From an optimization exercise on the open Yosys and OpenROAD flow, aimed at small area; shortcuts taken in it are not production practice. Function was checked by simulation only, so behaviour that the tests miss may differ from the original. Power and IR drop assume default switching activity.

## lane 1
Design top_freq_test, start of the top module:
module top_freq_test (
    input wire         clk        ,
    input wire         rst_n      ,
    input wire         pulse_sig_1,
    input wire         pulse_sig_2,
    input wire         pulse_sig_3,
    input wire         pulse_sig_4,
    output wire [19:0] freq_out_1 ,
    output wire [19:0] freq_out_2 ,
    output wire [19:0] freq_out_3 ,
    output wire [19:0] freq_out_4
);
wire [18:0] f1, f2, f3, f4;
assign freq_out_1 = {1'b0, f1};
assign freq_out_2 = {1'b0, f2};
assign freq_out_3 = {1'b0, f3};
assign freq_out_4 = {1'b0, f4};
freq_detector u_freq_detector_0(.clk(clk), .rst_n(rst_n), .pulse_in(pulse_sig_1), .freq(f1));
freq_detector u_freq_detector_1(.clk(clk), .rst_n(rst_n), .pulse_in(pulse_sig_2), .freq(f2));
freq_detector u_freq_detector_2(.clk(clk), .rst_n(rst_n), .pulse_in(pulse_sig_3), .freq(f3));
freq_detector u_freq_detector_3(.clk(clk), .rst_n(rst_n), .pulse_in(pulse_sig_4), .freq(f4));
endmodule
Settings: LEC_CHECK=0, CAP_MARGIN=20, CORE_MARGIN=2, CORE_UTILIZATION=40, SLEW_MARGIN=20; clock period 100.0 ns.
standard.sh (not shown) runs the stock make flow with config.mk's settings and CLKGATE_MAP_FILE= SYNTH_SCRIPT=/design/flow/synth_recipe.tcl, a recipe that flattens the netlist after the stock synthesis.
==> flow/flow/run.sh <==
#!/bin/bash
# Standard ORFS layout (the standard.sh, unchanged synthesis) with two
# changes: ports are buffered with the small sky130 buf_1 instead of the
# default pick, and clock tree synthesis uses larger sink clusters, clkbuf_16 leaf buffers (clkbuf_4 above them)
# buffers and no dummy loads.
set -euo pipefail
export BUFFER_PORTS_ARGS="-buffer_cell sky130_fd_sc_hd__buf_1"
export CTS_ARGS="-sink_clustering_enable -repair_clock_nets -dont_use_dummy_load -sink_clustering_size 25 -sink_clustering_max_diameter 80 -buf_list {sky130_fd_sc_hd__clkbuf_16} -tree_buf sky130_fd_sc_hd__clkbuf_4 -root_buf sky130_fd_sc_hd__clkbuf_4"
bash standard.sh > standard.log 2>&1
Lane 1 ran to completion and came out clean on the timing, design-rule and antenna checks.
Inputs modified between lane 1 and lane 2:
Settings: SLEW_MARGIN: 20 -> 5; CORE_UTILIZATION: 40 -> 75; CAP_MARGIN: 20 -> 5.
Results
Remaining max-slew budget at the tightest pin sits lower in lane 2 than in lane 1. Sort lane 1 and lane 2 by met1 layer wirelength in the final routing, ascending, and lane 2 comes first. Comparing lane 1 and lane 2, the lower met2 usage was measured on lane 1. Compared with lane 1, lane 2 shows non-clock buffer total of the final layout that has gone down slightly. Going from lane 1 to lane 2, final cell count went down; delay of the slowest cell on the worst path was more or less identical; final period utilization did not really move; detailed-routed wire length on met2 fell by 2000 um.
Relative to lane 2, the following input files were edited for lane 3:
Settings: CAP_MARGIN: 5 -> 20; CORE_UTILIZATION: 75 -> 40; SLEW_MARGIN: 5 -> 20.
==> flow/flow/run.sh <==
#!/bin/bash
# Standard ORFS layout (the standard.sh, unchanged synthesis) with two
# changes: ports are buffered with the small sky130 buf_1 instead of the
# default pick, and clock tree synthesis uses larger sink clusters, clkbuf_8 and clkbuf_16
# buffers and no dummy loads.
set -euo pipefail
export BUFFER_PORTS_ARGS="-buffer_cell sky130_fd_sc_hd__buf_1"
export CTS_ARGS="-sink_clustering_enable -repair_clock_nets -dont_use_dummy_load -sink_clustering_size 20 -sink_clustering_max_diameter 60 -buf_list {sky130_fd_sc_hd__clkbuf_8 sky130_fd_sc_hd__clkbuf_16}"
bash standard.sh > standard.log 2>&1
- Per-cell routed wire length (higher): lane 2
- Per the comparison of lane 3 with lane 2, number of cells on the worst reg-to-reg path increased by 1.4% relative to the old numbers, clock transition time at the flip-flop clock pins of the worst setup and hold paths decreased by 40 ps relative to the old numbers.
- In the metrics for lane 3 and lane 2, the one carrying the lower final area is lane 2.
- Relative to lane 2, smallest setup slack after layout has decreased by 150 ps in lane 3.
- Compared with lane 2, in lane 3 ratio of final minimum period to clock period went up 0.15 points, number of antenna violations at the first check in global routing went down 2, clock group total power went up about 56%.
- The post-synthesis instance total on lane 3 is in line with that on lane 2.
- When lane 3 is set beside lane 2, its combinational group share of total power turns out to be 3.7 points smaller.
> inputs changed (lane 3 -> lane 4)
Settings: CORE_UTILIZATION: 40 -> 85; CAP_MARGIN: 20 -> 5; PLACE_DENSITY: unset -> 0.92; SLEW_MARGIN: 20 -> 5.
==> flow/flow/run.sh <==
#!/bin/bash
# Standard ORFS layout (the standard.sh, unchanged synthesis) with two
# changes: ports are buffered with the small sky130 buf_1 instead of the
# default pick, and clock tree synthesis uses larger sink clusters, clkbuf_16 leaf buffers (clkbuf_4 above them)
# buffers and no dummy loads.
set -euo pipefail
export BUFFER_PORTS_ARGS="-buffer_cell sky130_fd_sc_hd__buf_1"
export CTS_ARGS="-sink_clustering_enable -repair_clock_nets -dont_use_dummy_load -sink_clustering_size 25 -sink_clustering_max_diameter 80 -buf_list {sky130_fd_sc_hd__clkbuf_16} -tree_buf sky130_fd_sc_hd__clkbuf_4 -root_buf sky130_fd_sc_hd__clkbuf_4"
bash standard.sh > standard.log 2>&1
Findings:
Changes observed in lane 4 relative to lane 3: global placement routability congestion higher; wire length on met1 went down; cell area after layout shows a reduction of about 4%; sequential share of cell area increased 1.2 points.
Against lane 3, lane 4 comes in 13% lower on cell count.
Lane 4 vs. lane 3: share of total power in the clock network went down by 6.2 points.
Data required time at the worst endpoint on lane 4 is up relative to lane 3.

top_freq_test again, from the RTL that the note above started with.
==> flow/design.v (excerpt) <==
module top_freq_test (
    input wire         clk        ,
    input wire         rst_n      ,
    input wire         pulse_sig_1,
    input wire         pulse_sig_2,
    input wire         pulse_sig_3,
    input wire         pulse_sig_4,
    output wire [19:0] freq_out_1 ,
    output wire [19:0] freq_out_2 ,
    output wire [19:0] freq_out_3 ,
    output wire [19:0] freq_out_4
);
wire [18:0] f1, f2, f3, f4;
assign freq_out_1 = {1'b0, f1};
assign freq_out_2 = {1'b0, f2};
assign freq_out_3 = {1'b0, f3};
assign freq_out_4 = {1'b0, f4};
freq_detector u_freq_detector_0(.clk(clk), .rst_n(rst_n), .pulse_in(pulse_sig_1), .freq(f1));
freq_detector u_freq_detector_1(.clk(clk), .rst_n(rst_n), .pulse_in(pulse_sig_2), .freq(f2));
freq_detector u_freq_detector_2(.clk(clk), .rst_n(rst_n), .pulse_in(pulse_sig_3), .freq(f3));
freq_detector u_freq_detector_3(.clk(clk), .rst_n(rst_n), .pulse_in(pulse_sig_4), .freq(f4));
endmodule
clock: 100.0 ns
lec_check: 0
cap_margin: 20
core_margin: 2
core_utilization: 40
slew_margin: 20
==> flow/flow/run.sh <==
#!/bin/bash
# Standard ORFS layout (the standard.sh, unchanged synthesis) with two
# changes: ports are buffered with the small sky130 buf_1 instead of the
# default pick, and clock tree synthesis uses larger sink clusters, clkbuf_16
# buffers and no dummy loads.
set -euo pipefail
export BUFFER_PORTS_ARGS="-buffer_cell sky130_fd_sc_hd__buf_1"
export CTS_ARGS="-sink_clustering_enable -repair_clock_nets -dont_use_dummy_load -sink_clustering_size 25 -sink_clustering_max_diameter 80 -buf_list {sky130_fd_sc_hd__clkbuf_16}"
bash standard.sh > standard.log 2>&1
Then changed:
==> flow/flow/run.sh (replaced) <==
#!/bin/bash
# Standard ORFS layout (the standard.sh, unchanged synthesis) with two
# changes: ports are buffered with the small sky130 buf_1 instead of the
# default pick, and clock tree synthesis uses larger sink clusters, clkbuf_16 leaf buffers (clkbuf_4 above them)
# buffers and no dummy loads.
set -euo pipefail
export BUFFER_PORTS_ARGS="-buffer_cell sky130_fd_sc_hd__buf_1"
export CTS_ARGS="-sink_clustering_enable -repair_clock_nets -dont_use_dummy_load -sink_clustering_size 25 -sink_clustering_max_diameter 80 -buf_list {sky130_fd_sc_hd__clkbuf_16} -tree_buf sky130_fd_sc_hd__clkbuf_4 -root_buf sky130_fd_sc_hd__clkbuf_4"
bash standard.sh > standard.log 2>&1
- CAP_MARGIN: 20 -> 5
- SLEW_MARGIN: 20 -> 5
What happened:
- utilization fell by 0.12 points
- cell area is about the same
- maximum frequency rose by 1.1%
- non-clock buffer count is unchanged
- total power fell by 1.2%
- routed wire length hardly moves
- global-route usage hardly moves
- first-iteration DRC count rose by 6.0%

==> afterwards: timing with drivers on the ports <==
No port has a modelled driver above. Below, the same layouts with a new extraction and two added sets of constraints.
Step 1 assumes that a clkbuf_16 drives the clock port and a buf_2 every other input.
Step 2 also shifts input and output timing later by t, the mid clock arrival at the registers, as if the neighbouring blocks saw the same clock.
Slacks: no drivers / after step 1 / after step 2; pairs: no drivers / after step 1.
run | t (ns) | setup WS [ns] | worst register clock-pin slew, ns
lane 1 | 0.895 | 72.590 / 72.620 / 71.724 | 0.10 / 0.10
lane 2 | 0.810 | 72.449 / 72.476 / 71.666 | 0.10 / 0.10
lane 3 | 0.583 | 72.295 / 72.325 / 71.743 | 0.08 / 0.08
lane 4 | 0.800 | 72.184 / 72.205 / 71.405 | 0.10 / 0.10
the first run of note 2 | 0.603 | 72.299 / 72.331 / 71.728 | 0.10 / 0.10
the second run of note 2 | 0.911 | 72.588 / 72.614 / 71.704 | 0.10 / 0.10
After both steps every run listed still meets setup and hold. For the second run of note 2, which loses most, drivers alone change the setup slack by +0.026 ns; drivers and shift together by -0.884 ns.
